From an optimization exercise on the open Yosys and OpenROAD flow, aimed at small area; shortcuts taken in it are not production practice. RTL that was checked went through simulation tests only; none was proved equivalent to the original. Power is estimated from default activity; no workload was simulated.

==> wip/ember <==
==> flow/design.v <==
`timescale 1ns/1ns
`timescale 1ns/1ns
module xe_host
    (
    input               a8_clk,
    output              a8_mpd_n,
    output              a8_extsel_n,
    input       [15:0]  a8_a_IN,
    input       [7:0]   a8_d_IN,
    input               a8_rst_n_IN,
    input               a8_rw_IN,
    output      [7:0]   xio_data_OUT,
    output      [7:0]   xio_data_OE,
    output              xio_host_clk,
    output              xio_host_rts,
    input               xio_host_cts,
    output              xio_box_cts,
    input               sysclk
    );
    wire rst = ~a8_rst_n_IN;
    reg [2:0] clkDetect;
    reg       clkValid;
    reg [6:0] ticks;
    wire clkEdge    = clkDetect[2] ^ clkDetect[1];
    wire clkFalling = clkDetect[2] & ~clkDetect[1];
    always @(posedge sysclk)
        if (rst) begin
            clkDetect <= 3'b0;
            clkValid  <= 1'b0;
            ticks     <= 7'b0;
        end else begin
            clkDetect <= {clkDetect[1:0], a8_clk};
            if (clkEdge)
                clkValid <= 1'b1;
            if (clkFalling & clkValid)
                ticks <= 7'b0;
            else
                ticks <= ticks + 7'b1;
        end
    wire aStrobe = (ticks == 7'd16);
    wire wStrobe = (ticks == 7'd42);
    wire [31:0] base [0:7];
    wire [7:0]  loN  [0:7];      
    wire [7:0]  hi   [0:7];
    wire cfgWrite = wStrobe & ~a8_rw_IN & (a8_a_IN[15:7] == {8'hD6, 1'b0});
    wire [7:0] wrData  = a8_d_IN & {8{a8_rst_n_IN}};
    wire [7:0] wrDataN = ~a8_d_IN | {8{rst}};
    wire [47:0] ld;
    wire [47:0] hold;
    wire [7:0]  baseQ [0:31];
    genvar g, r;
    generate
        for (g = 0; g < 8; g = g + 1) begin : ap
            for (r = 0; r < 6; r = r + 1) begin : rg
                wire sel = cfgWrite & (a8_a_IN[6:4] == g) & (a8_a_IN[3:0] == r);
                assign ld[g*6+r]   = rst | sel;
                assign hold[g*6+r] = ~(rst | sel);
            end
            CfgByte b3 (.clk(sysclk), .ld(ld[g*6+0]), .hold(hold[g*6+0]), .d(wrData),  .q(baseQ[g*4+3]));
            CfgByte b2 (.clk(sysclk), .ld(ld[g*6+1]), .hold(hold[g*6+1]), .d(wrData),  .q(baseQ[g*4+2]));
            CfgByte b1 (.clk(sysclk), .ld(ld[g*6+2]), .hold(hold[g*6+2]), .d(wrData),  .q(baseQ[g*4+1]));
            CfgByte b0 (.clk(sysclk), .ld(ld[g*6+3]), .hold(hold[g*6+3]), .d(wrData),  .q(baseQ[g*4+0]));
            CfgByte bl (.clk(sysclk), .ld(ld[g*6+4]), .hold(hold[g*6+4]), .d(wrDataN), .q(loN[g]));
            CfgByte bh (.clk(sysclk), .ld(ld[g*6+5]), .hold(hold[g*6+5]), .d(wrData),  .q(hi[g]));
            assign base[g] = {baseQ[g*4+3], baseQ[g*4+2], baseQ[g*4+1], baseQ[g*4+0]};
        end
    endgenerate
    function le8;
        input [7:0] an;
        input [7:0] b;
        integer k;
        begin
            le8 = 1'b1;
            for (k = 0; k < 8; k = k + 1)
                le8 = (an[k] & b[k]) | ((an[k] | b[k]) & le8);
        end
    endfunction
    wire [7:0] page = a8_a_IN[15:8];
    reg  [7:0] hit;
    reg  [2:0] win;
    integer m;
    always @* begin
        win = 3'd0;
        for (m = 0; m < 8; m = m + 1) begin
            hit[m] = le8(loN[m], page) & le8(~page, hi[m]);
            if (hit[m])
                win = m;
        end
    end
    wire anyHit = aStrobe & (|hit);
    reg       acc;       
    reg       rise;      
    reg [2:0] sel;       
    always @(posedge sysclk) begin
        sel <= win;
        if (rst) begin
            acc  <= 1'b0;
            rise <= 1'b0;
        end else begin
            rise <= anyHit & ~acc;
            if (anyHit)
                acc <= 1'b1;
            else if (clkFalling)
                acc <= 1'b0;
        end
    end
    wire sdramRead = a8_rw_IN & acc;
    assign a8_mpd_n    = ~sdramRead;
    assign a8_extsel_n = ~sdramRead;
    assign xio_box_cts = 1'b0;
    reg [3:0]  st;
    reg [31:0] xioData;      
    reg        xioCarry;     
    reg [7:0]  wData;
    reg        wEn;
    reg        wRts;
    reg        wClk;
    wire [31:0] selBase = base[sel];
    wire [8:0]  lowSum  = {1'b0, selBase[7:0]} + {1'b0, a8_a_IN[7:0]};
    always @(posedge sysclk)
        if (rise) begin
            xioData  <= {selBase[31:8], lowSum[7:0]};
            xioCarry <= lowSum[8];
        end
    wire b1Full = &xioData[15:8];
    wire b2Full = &xioData[23:16];
    reg [7:0] byteSel;
    reg       byteInc;
    always @*
        case (st[2:1])
            2'b10:   begin byteSel = xioData[31:24]; byteInc = xioCarry & b1Full & b2Full; end
            2'b11:   begin byteSel = xioData[23:16]; byteInc = xioCarry & b1Full; end
            2'b00:   begin byteSel = xioData[15:8];  byteInc = xioCarry; end
            default: begin byteSel = xioData[7:0];   byteInc = 1'b0; end
        endcase
    always @(posedge sysclk)
        if (rst) begin
            st    <= 4'd15;
            wData <= 8'b0;
            wEn   <= 1'b0;
            wRts  <= 1'b0;
            wClk  <= 1'b0;
        end else begin
            if (rise)
                st <= 4'd0;
            else if (st[3:1] == 3'b111 || (st == 4'd2 && !xio_host_cts))
                st <= st;
            else
                st <= st + 4'd1;
            if (st == 4'd1)
                wRts <= 1'b1;
            if (st == 4'd2 && xio_host_cts)
                wEn <= 1'b1;
            if (st == 4'd13) begin
                wRts <= 1'b0;
                wEn  <= 1'b0;
            end
            if (st >= 4'd3 && st <= 4'd12) begin
                wClk <= st[0];
                if (st == 4'd3)
                    wData <= 8'h01;
                else if (st[0])
                    wData <= byteSel + {7'b0, byteInc};
            end
        end
    assign xio_data_OUT = wData;
    assign xio_data_OE  = {8{wEn}};
    assign xio_host_clk = wClk;
    assign xio_host_rts = wRts;
endmodule
module CfgByte
    (
    input               clk,
    input               ld,
    input               hold,
    input       [7:0]   d,
    output      [7:0]   q
    );
    genvar i;
    generate
        for (i = 0; i < 8; i = i + 1) begin : bit_
            CfgBit b (.clk(clk), .ld(ld), .hold(hold), .d(d[i]), .q(q[i]));
        end
    endgenerate
endmodule
module CfgBit
    (
    input               clk,
    input               ld,
    input               hold,
    input               d,
    output reg          q
    );
    always @(posedge clk)
        q <= (q & hold) | (d & ld);
endmodule
==> flow/run.sh <==
#!/bin/bash
# synth_recipe.tcl (not shown) runs the flow's synth.tcl, then flattens the netlist and writes it again
# the make line also repeats each setting of config.mk as NAME=value (left out here)
make -C /OpenROAD-flow-scripts/flow DESIGN_CONFIG=/design/flow/config.mk WORK_HOME=/design/flow/orfs CLKGATE_MAP_FILE= SYNTH_SCRIPT=/design/flow/synth_recipe.tcl finish
==> flow/config.mk <==
export PLATFORM = sky130hd
export DESIGN_NAME = xe_host
export DESIGN_NICKNAME = xe_host
export VERILOG_FILES = /design/flow/design.v
export SDC_FILE = /design/flow/constraint.sdc
export NUM_CORES = 4
export LEC_CHECK = 0
export CAP_MARGIN = 20
export CORE_MARGIN = 2
export CORE_UTILIZATION = 65
export CTS_BUF_LIST = sky130_fd_sc_hd__clkbuf_4
export SLEW_MARGIN = 20
export SYNTH_HIERARCHICAL = 1
export SYNTH_MINIMUM_KEEP_SIZE = 0
==> flow/constraint.sdc <==
create_clock -name core_clock -period 10.0 [get_ports {sysclk}]
set_input_delay 2.0000 -clock core_clock [delete_from_list [all_inputs] [get_ports {sysclk}]]
set_output_delay 2.0000 -clock core_clock [all_outputs]
set_load 0.01 [all_outputs]
==> inputs of wip/yarrow, as changes to wip/ember <==
==> flow/design.v (replaced) <==
`timescale 1ns/1ns
`timescale 1ns/1ns
module xe_host
    (
    input               a8_clk,
    output              a8_mpd_n,
    output              a8_extsel_n,
    input       [15:0]  a8_a_IN,
    input       [7:0]   a8_d_IN,
    input               a8_rst_n_IN,
    input               a8_rw_IN,
    output      [7:0]   xio_data_OUT,
    output      [7:0]   xio_data_OE,
    output              xio_host_clk,
    output              xio_host_rts,
    input               xio_host_cts,
    output              xio_box_cts,
    input               sysclk
    );
    wire rst = ~a8_rst_n_IN;
    reg [2:0] clkDetect;
    reg       clkValid;
    reg [6:0] ticks;
    wire clkEdge    = clkDetect[2] ^ clkDetect[1];
    wire clkFalling = clkDetect[2] & ~clkDetect[1];
    always @(posedge sysclk)
        if (rst) begin
            clkDetect <= 3'b0;
            clkValid  <= 1'b0;
            ticks     <= 7'b0;
        end else begin
            clkDetect <= {clkDetect[1:0], a8_clk};
            if (clkEdge)
                clkValid <= 1'b1;
            if (clkFalling & clkValid)
                ticks <= 7'b0;
            else
                ticks <= ticks + 7'b1;
        end
    wire aStrobe = (ticks == 7'd16);
    wire wStrobe = (ticks == 7'd42);
    reg [31:0] base [0:7];
    reg [7:0]  lo   [0:7];
    reg [7:0]  hi   [0:7];
    wire cfgWrite = wStrobe & ~a8_rw_IN & (a8_a_IN[15:7] == {8'hD6, 1'b0});
    wire [7:0] wrData = a8_d_IN & {8{a8_rst_n_IN}};
    integer j;
    reg [5:0] ld;
    always @(posedge sysclk)
        for (j = 0; j < 8; j = j + 1) begin
            ld[0] = rst | (cfgWrite && a8_a_IN[6:4] == j && a8_a_IN[3:0] == 4'h0);
            ld[1] = rst | (cfgWrite && a8_a_IN[6:4] == j && a8_a_IN[3:0] == 4'h1);
            ld[2] = rst | (cfgWrite && a8_a_IN[6:4] == j && a8_a_IN[3:0] == 4'h2);
            ld[3] = rst | (cfgWrite && a8_a_IN[6:4] == j && a8_a_IN[3:0] == 4'h3);
            ld[4] = rst | (cfgWrite && a8_a_IN[6:4] == j && a8_a_IN[3:0] == 4'h4);
            ld[5] = rst | (cfgWrite && a8_a_IN[6:4] == j && a8_a_IN[3:0] == 4'h5);
            base[j][31:24] <= (base[j][31:24] & {8{~ld[0]}}) | (wrData & {8{ld[0]}});
            base[j][23:16] <= (base[j][23:16] & {8{~ld[1]}}) | (wrData & {8{ld[1]}});
            base[j][15:8]  <= (base[j][15:8]  & {8{~ld[2]}}) | (wrData & {8{ld[2]}});
            base[j][7:0]   <= (base[j][7:0]   & {8{~ld[3]}}) | (wrData & {8{ld[3]}});
            lo[j]          <= (lo[j]          & {8{~ld[4]}}) | (wrData & {8{ld[4]}});
            hi[j]          <= (hi[j]          & {8{~ld[5]}}) | (wrData & {8{ld[5]}});
        end
    function le8;
        input [7:0] a;
        input [7:0] b;
        integer k;
        begin
            le8 = 1'b1;
            for (k = 0; k < 8; k = k + 1)
                le8 = (~a[k] & b[k]) | ((~a[k] | b[k]) & le8);
        end
    endfunction
    wire [7:0] page = a8_a_IN[15:8];
    reg  [7:0] hit;
    reg  [2:0] win;
    integer m;
    always @* begin
        win = 3'd0;
        for (m = 0; m < 8; m = m + 1) begin
            hit[m] = le8(lo[m], page) & le8(page, hi[m]);
            if (hit[m])
                win = m;
        end
    end
    wire anyHit = aStrobe & (|hit);
    reg       acc;       
    reg       rise;      
    reg [2:0] sel;       
    always @(posedge sysclk) begin
        sel <= win;
        if (rst) begin
            acc  <= 1'b0;
            rise <= 1'b0;
        end else begin
            rise <= anyHit & ~acc;
            if (anyHit)
                acc <= 1'b1;
            else if (clkFalling)
                acc <= 1'b0;
        end
    end
    wire sdramRead = a8_rw_IN & acc;
    assign a8_mpd_n    = ~sdramRead;
    assign a8_extsel_n = ~sdramRead;
    assign xio_box_cts = 1'b0;
    reg [3:0]  st;
    reg [31:0] xioData;
    reg [7:0]  wData;
    reg        wEn;
    reg        wRts;
    reg        wClk;
    always @(posedge sysclk)
        if (rise)
            xioData <= base[sel] + {24'b0, a8_a_IN[7:0]};
    reg [7:0] byteSel;
    always @*
        case (st[2:1])
            2'b10:   byteSel = xioData[31:24];
            2'b11:   byteSel = xioData[23:16];
            2'b00:   byteSel = xioData[15:8];
            default: byteSel = xioData[7:0];
        endcase
    always @(posedge sysclk)
        if (rst) begin
            st    <= 4'd15;
            wData <= 8'b0;
            wEn   <= 1'b0;
            wRts  <= 1'b0;
            wClk  <= 1'b0;
        end else begin
            if (rise)
                st <= 4'd0;
            else if (st[3:1] == 3'b111 || (st == 4'd2 && !xio_host_cts))
                st <= st;
            else
                st <= st + 4'd1;
            if (st == 4'd1)
                wRts <= 1'b1;
            if (st == 4'd2 && xio_host_cts)
                wEn <= 1'b1;
            if (st == 4'd13) begin
                wRts <= 1'b0;
                wEn  <= 1'b0;
            end
            if (st >= 4'd3 && st <= 4'd12) begin
                wClk <= st[0];
                if (st == 4'd3)
                    wData <= 8'h01;
                else if (st[0])
                    wData <= byteSel;
            end
        end
    assign xio_data_OUT = wData;
    assign xio_data_OE  = {8{wEn}};
    assign xio_host_clk = wClk;
    assign xio_host_rts = wRts;
endmodule
Settings changed: CORE_UTILIZATION 65 to 40, SYNTH_HIERARCHICAL 1 to unset, SYNTH_MINIMUM_KEEP_SIZE 0 to unset.
==> impl_results.md <==
- Status: timing/DRC/antenna clean
- Multi-input logic area: 0.00847 sq mm
- CP Depth: 9
- Final Skew: 73.3 ps
- Most frequent cells in the layout: 413 x dfxtp_1, 389 x a22o_1, 158 x clkbuf_4, 117 x o21ai_0, 90 x inv_1
- Top post-synthesis cells by count: 415 x dfxtp_1, 389 x a22o_1, 125 x o21ai_0, 90 x inv_1, 76 x nand2_1
- Dpl cells: between 2k and 2.5k
- Top post-synthesis cells by area: dfxtp_1 45%, a22o_1 18%, edfxtp_1 5.4%
- Multi-In Gates: 1105
- Clkbuf count: 158
The numbers above come from wip/ember.

==> impl_results.md <==
- Status: timing/DRC/antenna clean
- Most frequent cells in the layout: 416 x edfxtp_1, 145 x clkbuf_4, 61 x nand2_1, 58 x nor2_1, 56 x o21ai_0
- TritonCTS clock tree: done
- CP Depth: 7
- Multi-In Gates: approximately 760
- Multi-input logic area: 0.00563 sq mm
- Clkbuf count: roughly 150
- Top post-synthesis cells by count: 416 x edfxtp_1, 82 x o21ai_0, 61 x nand2_1, 58 x nor2_1, 42 x nor2b_1
- Final Skew: around 50 ps
The numbers above come from wip/yarrow.

No functional check of the RTL was part of wip/yarrow.

========
==> 08-27 <==
xe_host, a different RTL version from the one above (not shown whole).
==> flow/config.mk <==
export PLATFORM = sky130hd
export DESIGN_NAME = xe_host
export DESIGN_NICKNAME = xe_host
export VERILOG_FILES = /design/flow/design.v
export SDC_FILE = /design/flow/constraint.sdc
export NUM_CORES = 4
export LEC_CHECK = 0
export CAP_MARGIN = 20
export CORE_MARGIN = 2
export CORE_UTILIZATION = 80
export SLEW_MARGIN = 20
export SYNTH_HIERARCHICAL = 1
export SYNTH_MINIMUM_KEEP_SIZE = 0
==> flow/constraint.sdc <==
create_clock -name core_clock -period 10.0 [get_ports {sysclk}]
set_input_delay 2.0000 -clock core_clock [delete_from_list [all_inputs] [get_ports {sysclk}]]
set_output_delay 2.0000 -clock core_clock [all_outputs]
set_load 0.01 [all_outputs]
standard.sh (not shown) runs the stock make flow with config.mk's settings and CLKGATE_MAP_FILE= SYNTH_SCRIPT=/design/flow/synth_recipe.tcl, a recipe that flattens the netlist after the stock synthesis.
==> flow/flow/run.sh <==
#!/bin/bash
# Standard ORFS layout (the standard.sh, unchanged synthesis), with three
# changes to later steps:
#  - port buffers use the smallest buffer cell instead of the default pick;
#  - clock tree synthesis runs without dummy loads and with set sink clusters;
#  - after floorplan, logic cells go to their smallest-area drive strength
#    (flow/downsize.tcl); later repair steps resize where needed.
# Each tool's output goes to the ORFS logs under orfs/logs; make's own output
# goes to standard.log.
set -euo pipefail
bash standard.sh \
  BUFFER_PORTS_ARGS="-buffer_cell sky130_fd_sc_hd__buf_1" \
  CTS_ARGS="-sink_clustering_enable -repair_clock_nets -dont_use_dummy_load -buf_list sky130_fd_sc_hd__clkbuf_4 -sink_clustering_size 10 -sink_clustering_max_diameter 35" \
  POST_FLOORPLAN_TCL="$(pwd)/flow/downsize.tcl" \
  finish > standard.log 2>&1
==> flow/flow/downsize.tcl <==
# Swap each logic cell to the smallest-area drive strength of the same
# function (e.g. maj3_2 -> maj3_1, mux4_1 -> mux4_2), since the clock period
# leaves several ns of slack. Later repair steps still upsize or buffer where
# slew, capacitance or timing need it. Flip-flops, clock cells, buffers and
# inverters are left alone.
set db [ord::get_db]
set variants [dict create]
foreach lib [$db getLibs] {
  foreach m [$lib getMasters] {
    if {[regexp {^(sky130_fd_sc_hd__\w+?)_(\d+)$} [$m getName] -> stem drive]} {
      dict lappend variants $stem $m
    }
  }
}
set nswap 0
foreach inst [[ord::get_db_block] getInsts] {
  set m [$inst getMaster]
  if {![regexp {^(sky130_fd_sc_hd__(\w+?))_(\d+)$} [$m getName] -> stem fn drive]} { continue }
  if {[regexp {^(df|edf|sdf|sedf|dl|clk|buf|inv|tap|fill|decap|conb|diode|lpflow|probe)} $fn]} { continue }
  set best $m
  foreach v [dict get $variants $stem] {
    if {[$v getWidth] < [$best getWidth]} { set best $v }
  }
  if {$best ne $m} {
    $inst swapMaster $best
    incr nswap
  }
}
puts "downsize: swapped $nswap instances to a smaller variant"
==> inputs of 06-19, as changes to 08-27 <==
--- a/flow/design.v
+++ b/flow/design.v
@@ -136,23 +136,35 @@
                 SelAO8 s (.d(col), .pick(pick), .y(baseLo[b]));
                 FullAdd fa (.a(baseLo[b]), .b(a8_a_IN[b]), .ci(carry[b]), .s(lowSum[b]), .co(carry[b+1]));
                 CfgBit x (.clk(sysclk), .ld(rise), .hold(keep), .d(lowSum[b]), .q(xioData[b]));
             end
         end
     endgenerate
     CfgBit xc (.clk(sysclk), .ld(rise), .hold(keep), .d(carry[8]), .q(xioCarry));
     reg [3:0]  st;
-    wire [7:0] wData;
+    reg [7:0]  wData;
     reg        wEn;
     reg        wRts;
     reg        wClk;
+    wire b1Full = &xioData[15:8];
+    wire b2Full = &xioData[23:16];
+    reg [7:0] byteSel;
+    reg       byteInc;
+    always @*
+        case (st[2:1])
+            2'b10:   begin byteSel = xioData[31:24]; byteInc = xioCarry & b1Full & b2Full; end
+            2'b11:   begin byteSel = xioData[23:16]; byteInc = xioCarry & b1Full; end
+            2'b00:   begin byteSel = xioData[15:8];  byteInc = xioCarry; end
+            default: begin byteSel = xioData[7:0];   byteInc = 1'b0; end
+        endcase
     always @(posedge sysclk)
         if (rst) begin
             st    <= 4'd15;
+            wData <= 8'b0;
             wEn   <= 1'b0;
             wRts  <= 1'b0;
             wClk  <= 1'b0;
         end else begin
             if (rise)
                 st <= 4'd0;
             else if (st[3:1] == 3'b111 || (st == 4'd2 && !xio_host_cts))
                 st <= st;
@@ -161,42 +173,24 @@
             if (st == 4'd1)
                 wRts <= 1'b1;
             if (st == 4'd2 && xio_host_cts)
                 wEn <= 1'b1;
             if (st == 4'd13) begin
                 wRts <= 1'b0;
                 wEn  <= 1'b0;
             end
-            if (st >= 4'd3 && st <= 4'd12)
+            if (st >= 4'd3 && st <= 4'd12) begin
                 wClk <= st[0];
-        end
-    wire ldCmd  = a8_rst_n_IN & (st == 4'd3);
-    wire ldByte = a8_rst_n_IN & st[0] & (st[3] ^ st[2]);
-    wire wHold  = ~(rst | (st == 4'd3) | (st[0] & (st[3] ^ st[2])));
-    wire b1Full = &xioData[15:8];
-    wire b2Full = &xioData[23:16];
-    wire byteInc = xioCarry & ((st[2:1] == 2'b00) |
-                               (st[2:1] == 2'b11 & b1Full) |
-                               (st[2:1] == 2'b10 & b1Full & b2Full));
-    wire [8:0] incC;
-    assign incC[0] = byteInc;
-    generate
-        for (b = 0; b < 8; b = b + 1) begin : wd
-            wire pickB, sum;
-            Mux4 mx (.d0(xioData[8+b]), .d1(xioData[b]), .d2(xioData[24+b]), .d3(xioData[16+b]),
-                     .s(st[2:1]), .y(pickB));
-            HalfAdd ha (.a(pickB), .b(incC[b]), .s(sum), .co(incC[b+1]));
-            if (b == 0) begin : b0
-                CfgBit1 r (.clk(sysclk), .ld(ldByte), .hold(wHold), .set(ldCmd), .d(sum), .q(wData[b]));
-            end else begin : bn
-                CfgBit r (.clk(sysclk), .ld(ldByte), .hold(wHold), .d(sum), .q(wData[b]));
+                if (st == 4'd3)
+                    wData <= 8'h01;
+                else if (st[0])
+                    wData <= byteSel + {7'b0, byteInc};
             end
         end
-    endgenerate
     assign xio_data_OUT = wData;
     assign xio_data_OE  = {8{wEn}};
     assign xio_host_clk = wClk;
     assign xio_host_rts = wRts;
 endmodule
 module CfgByte
     (
     input               clk,
@@ -263,34 +257,16 @@
     genvar k;
     generate
         for (k = 1; k < 8; k = k + 1) begin : rip
             Maj3 m (.a(an[k]), .b(b[k]), .c(c[k]), .y(c[k+1]));
         end
     endgenerate
     assign le = c[8];
 endmodule
-module CfgBit1
-    (
-    input               clk,
-    input               ld,
-    input               hold,
-    input               set,
-    input               d,
-    output reg          q
-    );
-    always @(posedge clk)
-        q <= (q & hold) | (d & ld) | set;
-endmodule
-module Mux4 (input d0, input d1, input d2, input d3, input [1:0] s, output y);
-    assign y = s[1] ? (s[0] ? d3 : d2) : (s[0] ? d1 : d0);
-endmodule
-module HalfAdd (input a, input b, output s, output co);
-    assign {co, s} = {1'b0, a} + {1'b0, b};
-endmodule
 module FullAdd (input a, input b, input ci, output s, output co);
     assign {co, s} = {1'b0, a} + {1'b0, b} + {1'b0, ci};
 endmodule
 module Maj3 (input a, input b, input c, output y);
     assign y = (a & b) | (c & (a | b));
 endmodule
 module Aoi222 (input a1, input a2, input b1, input b2, input c1, input c2, output y);
     assign y = ~((a1 & a2) | (b1 & b2) | (c1 & c2));
==> flow/run.sh (new file) <==
#!/bin/bash
# synth_recipe.tcl (not shown) runs the flow's synth.tcl, then flattens the netlist and writes it again
# the make line also repeats each setting of config.mk as NAME=value (left out here)
make -C /OpenROAD-flow-scripts/flow DESIGN_CONFIG=/design/flow/config.mk WORK_HOME=/design/flow/orfs CLKGATE_MAP_FILE= SYNTH_SCRIPT=/design/flow/synth_recipe.tcl finish
CORE_UTILIZATION = 65   (was 80)
CTS_BUF_LIST = sky130_fd_sc_hd__clkbuf_8   (was default)
CTS_CLUSTER_DIAMETER = 60   (was default)
CTS_CLUSTER_SIZE = 20   (was default)
removed: flow/flow/run.sh
removed: flow/flow/downsize.tcl
removed: flow/standard.sh
==> inputs of 07-18, as changes to 08-27 <==
--- a/flow/design.v
+++ b/flow/design.v
@@ -136,23 +136,35 @@
                 SelAO8 s (.d(col), .pick(pick), .y(baseLo[b]));
                 FullAdd fa (.a(baseLo[b]), .b(a8_a_IN[b]), .ci(carry[b]), .s(lowSum[b]), .co(carry[b+1]));
                 CfgBit x (.clk(sysclk), .ld(rise), .hold(keep), .d(lowSum[b]), .q(xioData[b]));
             end
         end
     endgenerate
     CfgBit xc (.clk(sysclk), .ld(rise), .hold(keep), .d(carry[8]), .q(xioCarry));
     reg [3:0]  st;
-    wire [7:0] wData;
+    reg [7:0]  wData;
     reg        wEn;
     reg        wRts;
     reg        wClk;
+    wire b1Full = &xioData[15:8];
+    wire b2Full = &xioData[23:16];
+    reg [7:0] byteSel;
+    reg       byteInc;
+    always @*
+        case (st[2:1])
+            2'b10:   begin byteSel = xioData[31:24]; byteInc = xioCarry & b1Full & b2Full; end
+            2'b11:   begin byteSel = xioData[23:16]; byteInc = xioCarry & b1Full; end
+            2'b00:   begin byteSel = xioData[15:8];  byteInc = xioCarry; end
+            default: begin byteSel = xioData[7:0];   byteInc = 1'b0; end
+        endcase
     always @(posedge sysclk)
         if (rst) begin
             st    <= 4'd15;
+            wData <= 8'b0;
             wEn   <= 1'b0;
             wRts  <= 1'b0;
             wClk  <= 1'b0;
         end else begin
             if (rise)
                 st <= 4'd0;
             else if (st[3:1] == 3'b111 || (st == 4'd2 && !xio_host_cts))
                 st <= st;
@@ -161,42 +173,24 @@
             if (st == 4'd1)
                 wRts <= 1'b1;
             if (st == 4'd2 && xio_host_cts)
                 wEn <= 1'b1;
             if (st == 4'd13) begin
                 wRts <= 1'b0;
                 wEn  <= 1'b0;
             end
-            if (st >= 4'd3 && st <= 4'd12)
+            if (st >= 4'd3 && st <= 4'd12) begin
                 wClk <= st[0];
-        end
-    wire ldCmd  = a8_rst_n_IN & (st == 4'd3);
-    wire ldByte = a8_rst_n_IN & st[0] & (st[3] ^ st[2]);
-    wire wHold  = ~(rst | (st == 4'd3) | (st[0] & (st[3] ^ st[2])));
-    wire b1Full = &xioData[15:8];
-    wire b2Full = &xioData[23:16];
-    wire byteInc = xioCarry & ((st[2:1] == 2'b00) |
-                               (st[2:1] == 2'b11 & b1Full) |
-                               (st[2:1] == 2'b10 & b1Full & b2Full));
-    wire [8:0] incC;
-    assign incC[0] = byteInc;
-    generate
-        for (b = 0; b < 8; b = b + 1) begin : wd
-            wire pickB, sum;
-            Mux4 mx (.d0(xioData[8+b]), .d1(xioData[b]), .d2(xioData[24+b]), .d3(xioData[16+b]),
-                     .s(st[2:1]), .y(pickB));
-            HalfAdd ha (.a(pickB), .b(incC[b]), .s(sum), .co(incC[b+1]));
-            if (b == 0) begin : b0
-                CfgBit1 r (.clk(sysclk), .ld(ldByte), .hold(wHold), .set(ldCmd), .d(sum), .q(wData[b]));
-            end else begin : bn
-                CfgBit r (.clk(sysclk), .ld(ldByte), .hold(wHold), .d(sum), .q(wData[b]));
+                if (st == 4'd3)
+                    wData <= 8'h01;
+                else if (st[0])
+                    wData <= byteSel + {7'b0, byteInc};
             end
         end
-    endgenerate
     assign xio_data_OUT = wData;
     assign xio_data_OE  = {8{wEn}};
     assign xio_host_clk = wClk;
     assign xio_host_rts = wRts;
 endmodule
 module CfgByte
     (
     input               clk,
@@ -263,34 +257,16 @@
     genvar k;
     generate
         for (k = 1; k < 8; k = k + 1) begin : rip
             Maj3 m (.a(an[k]), .b(b[k]), .c(c[k]), .y(c[k+1]));
         end
     endgenerate
     assign le = c[8];
 endmodule
-module CfgBit1
-    (
-    input               clk,
-    input               ld,
-    input               hold,
-    input               set,
-    input               d,
-    output reg          q
-    );
-    always @(posedge clk)
-        q <= (q & hold) | (d & ld) | set;
-endmodule
-module Mux4 (input d0, input d1, input d2, input d3, input [1:0] s, output y);
-    assign y = s[1] ? (s[0] ? d3 : d2) : (s[0] ? d1 : d0);
-endmodule
-module HalfAdd (input a, input b, output s, output co);
-    assign {co, s} = {1'b0, a} + {1'b0, b};
-endmodule
 module FullAdd (input a, input b, input ci, output s, output co);
     assign {co, s} = {1'b0, a} + {1'b0, b} + {1'b0, ci};
 endmodule
 module Maj3 (input a, input b, input c, output y);
     assign y = (a & b) | (c & (a | b));
 endmodule
 module Aoi222 (input a1, input a2, input b1, input b2, input c1, input c2, output y);
     assign y = ~((a1 & a2) | (b1 & b2) | (c1 & c2));
==> flow/flow/run.sh (replaced) <==
#!/bin/bash
# Standard ORFS layout (the standard.sh, unchanged synthesis), with two
# changes to later steps (three):
#  - port buffers use the smallest buffer cell instead of the default pick;
#  - clock tree synthesis runs without dummy loads and with set sink clusters;
#  - after floorplan, logic cells upsized by synthesis go back to drive 1
#    (flow/downsize.tcl); later repair steps resize where needed.
# Each tool's output goes to the ORFS logs under orfs/logs; make's own output
# goes to standard.log.
set -euo pipefail
bash standard.sh \
  BUFFER_PORTS_ARGS="-buffer_cell sky130_fd_sc_hd__buf_1" \
  CTS_ARGS="-sink_clustering_enable -repair_clock_nets -dont_use_dummy_load -buf_list sky130_fd_sc_hd__clkbuf_4 -sink_clustering_size 10 -sink_clustering_max_diameter 35" \
  POST_FLOORPLAN_TCL="$(pwd)/flow/downsize.tcl" \
  finish > standard.log 2>&1
==> flow/flow/downsize.tcl (replaced) <==
# Swap logic cells that synthesis picked at a higher drive strength back to
# the smallest (and smaller-area) variant of the same function. The clock
# period leaves several ns of slack; later repair steps still upsize or buffer
# where slew, capacitance or timing need it. Flip-flops are left alone.
set db [ord::get_db]
set nswap 0
foreach inst [[ord::get_db_block] getInsts] {
  set m [$inst getMaster]
  set name [$m getName]
  if {![regexp {^(sky130_fd_sc_hd__(\w+?))_(\d+)$} $name -> stem fn drive]} { continue }
  if {$drive <= 1} { continue }
  if {[regexp {^(df|edf|sdf|sedf|dl|clk|buf|inv|tap|fill|decap|conb|diode)} $fn]} { continue }
  set small [$db findMaster ${stem}_1]
  if {$small eq "NULL" || $small eq ""} { continue }
  if {[$small getWidth] >= [$m getWidth]} { continue }
  $inst swapMaster $small
  incr nswap
}
puts "downsize: swapped $nswap instances to their _1 variant"
CORE_UTILIZATION = 70   (was 80)
==> qor summary <==
item	06-19	08-27	07-18
Routability congestion estimate from global placement	0.8487	0.9136	0.8434
Routed wire length on met3	3026 um	5253 um	4418 um
Clk root buf	sky130_fd_sc_hd__clkbuf_8	sky130_fd_sc_hd__clkbuf_4	sky130_fd_sc_hd__clkbuf_4
Most common cell on crit path	sky130_fd_sc_hd__maj3_2	sky130_fd_sc_hd__fa_1	sky130_fd_sc_hd__fa_1
Clkbuf count	36	55	58
Die Wd	165.3 um	149.3 um	159.4 um
Area taken by multi-input logic gates	0.007581 mm2	0.007401 mm2	0.007411 mm2
Worst-case headroom to the max-slew limit	21.30%	17.52%	23.02%
Multi-input combinational area share	40.60%	41.51%	41.45%
Achievable frequency	173.3 MHz	169.7 MHz	175.2 MHz
DIE HEIGHT	165.3 um	149.3 um	159.4 um
Post-Place Setup Slack	3.702 ns	3.674 ns	3.724 ns
Run status	timing/DRC/antenna clean	timing/DRC/antenna clean	timing/DRC/antenna clean
Power per unit of standard cell area	199.5 mW/mm2	191.3 mW/mm2	191.9 mW/mm2
Combined buffer and inverter count along the critical path	2	1	1
Combinational power share	14.2%	14.3%	14.4%
Non-Filler Cell Area, Final	0.01867 mm2	0.01783 mm2	0.01788 mm2
Measured slew at the worst slew-check pin	1.173 ns	1.229 ns	1.147 ns
No functional check of the RTL was part of any run of this note.

-- re-timing with driven ports --
The flow's constraints put no driver on any port. The routed layouts listed below were extracted and timed again, unchanged, in two steps.
Step 1 sets driving cells, clkbuf_16 on the clock port and buf_2 on the other inputs (assumed; they add their load-dependent delay and slew).
Step 2, shift: input delay + t, output delay - t, t = (earliest + latest rising clock arrival at the registers) / 2. This alone moves slack from input paths to output paths.
a / b / c = no drivers / after step 1 / after step 2; a / b = the first two.
run	t, ns	setup slack, ns	worst hold slack (ns)	worst slew at a driven data input, ns	pins driven straight from the clock port
wip/ember	0.780	4.292 / 4.317 / 3.536	0.443 / 0.443 / 0.443	0.08	1
wip/yarrow	0.879	4.589 / 4.616 / 3.736	0.439 / 0.439 / 0.439	0.06	1
08-27	0.738	4.108 / 4.108 / 3.614	0.429 / 0.429 / 0.429	0.06	1
06-19	0.611	4.228 / 4.251 / 3.641	0.453 / 0.453 / 0.453	0.04	1
07-18	0.761	4.292 / 4.292 / 3.702	0.455 / 0.455 / 0.455	0.06	1
After both steps setup and hold are still met in every run listed. The setup slack of wip/yarrow, which loses most, moves by +0.027 ns with the drivers and by -0.853 ns with both steps.
